From an optimization exercise on the open Yosys and OpenROAD flow, aimed at small area; shortcuts taken in it are not production practice.
At most, simulation tests tie the RTL to the original design; equivalence was not proved.
Power and IR drop assume default switching activity.

== the baseline ==
==> flow/design.v <==
`timescale 1ns / 1ps
module FIFO(
	input wire clk,
	input wire rst,
	input wire W_en,
	input wire R_en,
	input  wire [7:0] W_data,
	output wire [7:0] R_data,
	output reg Empty,
	output reg Full
);
	reg [127:0] mem;
	reg [4:0] c;
	always @(posedge clk)
		if (W_en) mem <= {mem[119:0], W_data};
	wire [3:0] idx = ~c[3:0];
	assign R_data = mem[idx*8 +: 8];
	always @(posedge clk or negedge rst) begin
		if (rst == 1'b0) begin
			c <= 5'd0;
			Empty <= 1'b0;
			Full <= 1'b0;
		end else begin
			Empty <= ~c[4];
			Full <= c[4] & (c[3:0] == 4'd0);
			if (W_en & ~R_en) c <= c - 5'd1;
			else if (R_en & ~W_en) c <= c + 5'd1;
		end
	end
endmodule
Settings: LEC_CHECK=0, CAP_MARGIN=20, CORE_MARGIN=2, CORE_UTILIZATION=40, CTS_BUF_LIST=sky130_fd_sc_hd__clkbuf_4, CTS_CLUSTER_DIAMETER=100, CTS_CLUSTER_SIZE=30, SLEW_MARGIN=20; clock period 6.0 ns.
run.sh (not shown) runs the stock make flow with config.mk's settings and CLKGATE_MAP_FILE= SYNTH_SCRIPT=/design/flow/synth_recipe.tcl, a recipe that flattens the netlist after the stock synthesis.
The baseline | stages: all done | timing, DRC, antenna: all pass
> inputs changed (the baseline -> the candidate)
Settings: CTS_BUF_LIST: sky130_fd_sc_hd__clkbuf_4 -> sky130_fd_sc_hd__clkbuf_8; CTS_CLUSTER_SIZE: 30 -> 50; CTS_CLUSTER_DIAMETER: 100 -> 200.
Notes after the runs:
The candidate | status: complete | timing, DRC, antenna: pass. Taking the baseline as the reference, in the candidate sum of internal, switching and leakage power saw an increase, highest ir drop seen on vdd saw a decrease, global-route track usage on met1 saw little to no change, total of endpoints with negative setup slack in the final report saw little to no change. The candidate vs. the baseline: total congestion overflow essentially unchanged; post-layout worst setup margin increased 100 ps; number of global-route vias before repair essentially unchanged.

Another version of the RTL of FIFO (not shown whole).
For scale: about 240 cells after synthesis, roughly 140 flip-flops, roughly 22 I/O pins, ~4800 um^2 of cells after synthesis.
clock: 6.0 ns
lec_check: 0
cap_margin: 20
core_margin: 2
core_utilization: 70
slew_margin: 20
synth_hierarchical: 1
standard.sh (not shown) runs the stock make flow with config.mk's settings and CLKGATE_MAP_FILE= SYNTH_SCRIPT=/design/flow/synth_recipe.tcl, a recipe that flattens the netlist after the stock synthesis.
==> flow/flow/run.sh <==
#!/bin/bash
# The standard layout with three changes:
#  - port buffers are the smallest buffer (buf_1) instead of the default pick;
#  - clock tree from small clock buffers (clkbuf_4), without dummy loads;
# Each tool's output goes to the ORFS logs and to standard.log here.
set -euo pipefail
bash standard.sh \
  BUFFER_PORTS_ARGS="-buffer_cell sky130_fd_sc_hd__buf_1" \
  CTS_ARGS="-sink_clustering_enable -repair_clock_nets -buf_list sky130_fd_sc_hd__clkbuf_4 -dont_use_dummy_load" \
  finish > standard.log 2>&1
Next try:
==> flow/flow/run.sh (replaced) <==
#!/bin/bash
# Probe: run the standard layout unchanged, logging to standard.log.
bash standard.sh > standard.log 2>&1
Settings changed: CORE_UTILIZATION 70 to 40, CTS_BUF_LIST from default to sky130_fd_sc_hd__clkbuf_16, CTS_CLUSTER_DIAMETER from default to 500, CTS_CLUSTER_SIZE from default to 100.
=> The changed run ran to the end with no violations; register-to-register slack gets worse by 0.02 ns; final area came out higher by 12%; final cell count goes up by 22%; power came out higher by 32%; sequential power is about the same; die area went up by 71%; sequential share of layout area is lower by 8.5 points; combinational power rises by 19%; via count is lower by 2.0%; sequential cell count does not change; core utilization went down by 28 points.
Next try:
==> flow/run.sh (new file) <==
#!/bin/bash
# synth_recipe.tcl (not shown) runs the flow's synth.tcl, then flattens the netlist and writes it again
# the make line also repeats each setting of config.mk as NAME=value (left out here)
make -C /OpenROAD-flow-scripts/flow DESIGN_CONFIG=/design/flow/config.mk WORK_HOME=/design/flow/orfs CLKGATE_MAP_FILE= SYNTH_SCRIPT=/design/flow/synth_recipe.tcl finish
Settings changed: CORE_UTILIZATION 40 to 70, CTS_BUF_LIST sky130_fd_sc_hd__clkbuf_16 to sky130_fd_sc_hd__clkbuf_4, CTS_CLUSTER_DIAMETER 500 to default, CTS_CLUSTER_SIZE 100 to default.
removed: flow/flow/run.sh
removed: flow/standard.sh
After rerunning:
- The changed run ran to the end with no violations
- core utilization goes up by 32 points
- cell area goes down by 5.7%
- die area goes down by about 40%
- area after synthesis does not change
- critical path depth is unchanged
Next try:
Settings changed: CORE_UTILIZATION 70 to 40, CTS_BUF_LIST sky130_fd_sc_hd__clkbuf_4 to sky130_fd_sc_hd__clkbuf_16, CTS_CLUSTER_DIAMETER from default to 500, CTS_CLUSTER_SIZE from default to 100.
The changed run finished clean.
Setup slack improves by 0.27 ns.
Maximum frequency came out higher by a few percent.
Via count shrinks by a few percent.
Combinational power decreases by a few percent.
Die area goes up by well over a third.
Synthesized cell count does not change.
Worst hold slack gets worse by 0.0064 ns.
First-iteration DRC count shrinks by about a fifth.
Core utilization is lower by 32 points.
Design area went up by a few percent.
Function was not checked in any run of this note: the RTL went through the layout flow alone.

[separate check: timing with driven ports]
In the flow no input, the clock included, has a driving cell. The finished layouts below were timed again as built, in two steps.
Step 1 sets driving cells, clkbuf_16 on the clock port and buf_2 on the other inputs (assumed; they add their load-dependent delay and slew).
Step 2 moves the port delays by t, midway between the first and last clock arrival at a register: inputs arrive t later, outputs are due t later. That takes back most of the time a late clock gives input paths.
Slacks: ideal / step 1 / step 2; pairs: ideal / step 1.
| run | t, ns | setup WS [ns] | worst setup path after step 2 |
|---|---|---|---|
| the baseline | 0.522 | 1.730 / 1.699 / 2.220 | register to output |
| the candidate | 0.445 | 1.830 / 1.800 / 2.245 | register to output |
| the first run of note 2 | 0.500 | 2.140 / 2.111 / 2.612 | register to output |
| the second run of note 2 | 0.442 | 1.971 / 1.936 / 2.377 | register to output |
| the third run of note 2 | 0.530 | 1.701 / 1.669 / 2.199 | register to output |
| the fourth run of note 2 | 0.442 | 1.971 / 1.936 / 2.377 | register to output |
After both steps every run listed still meets setup and hold.
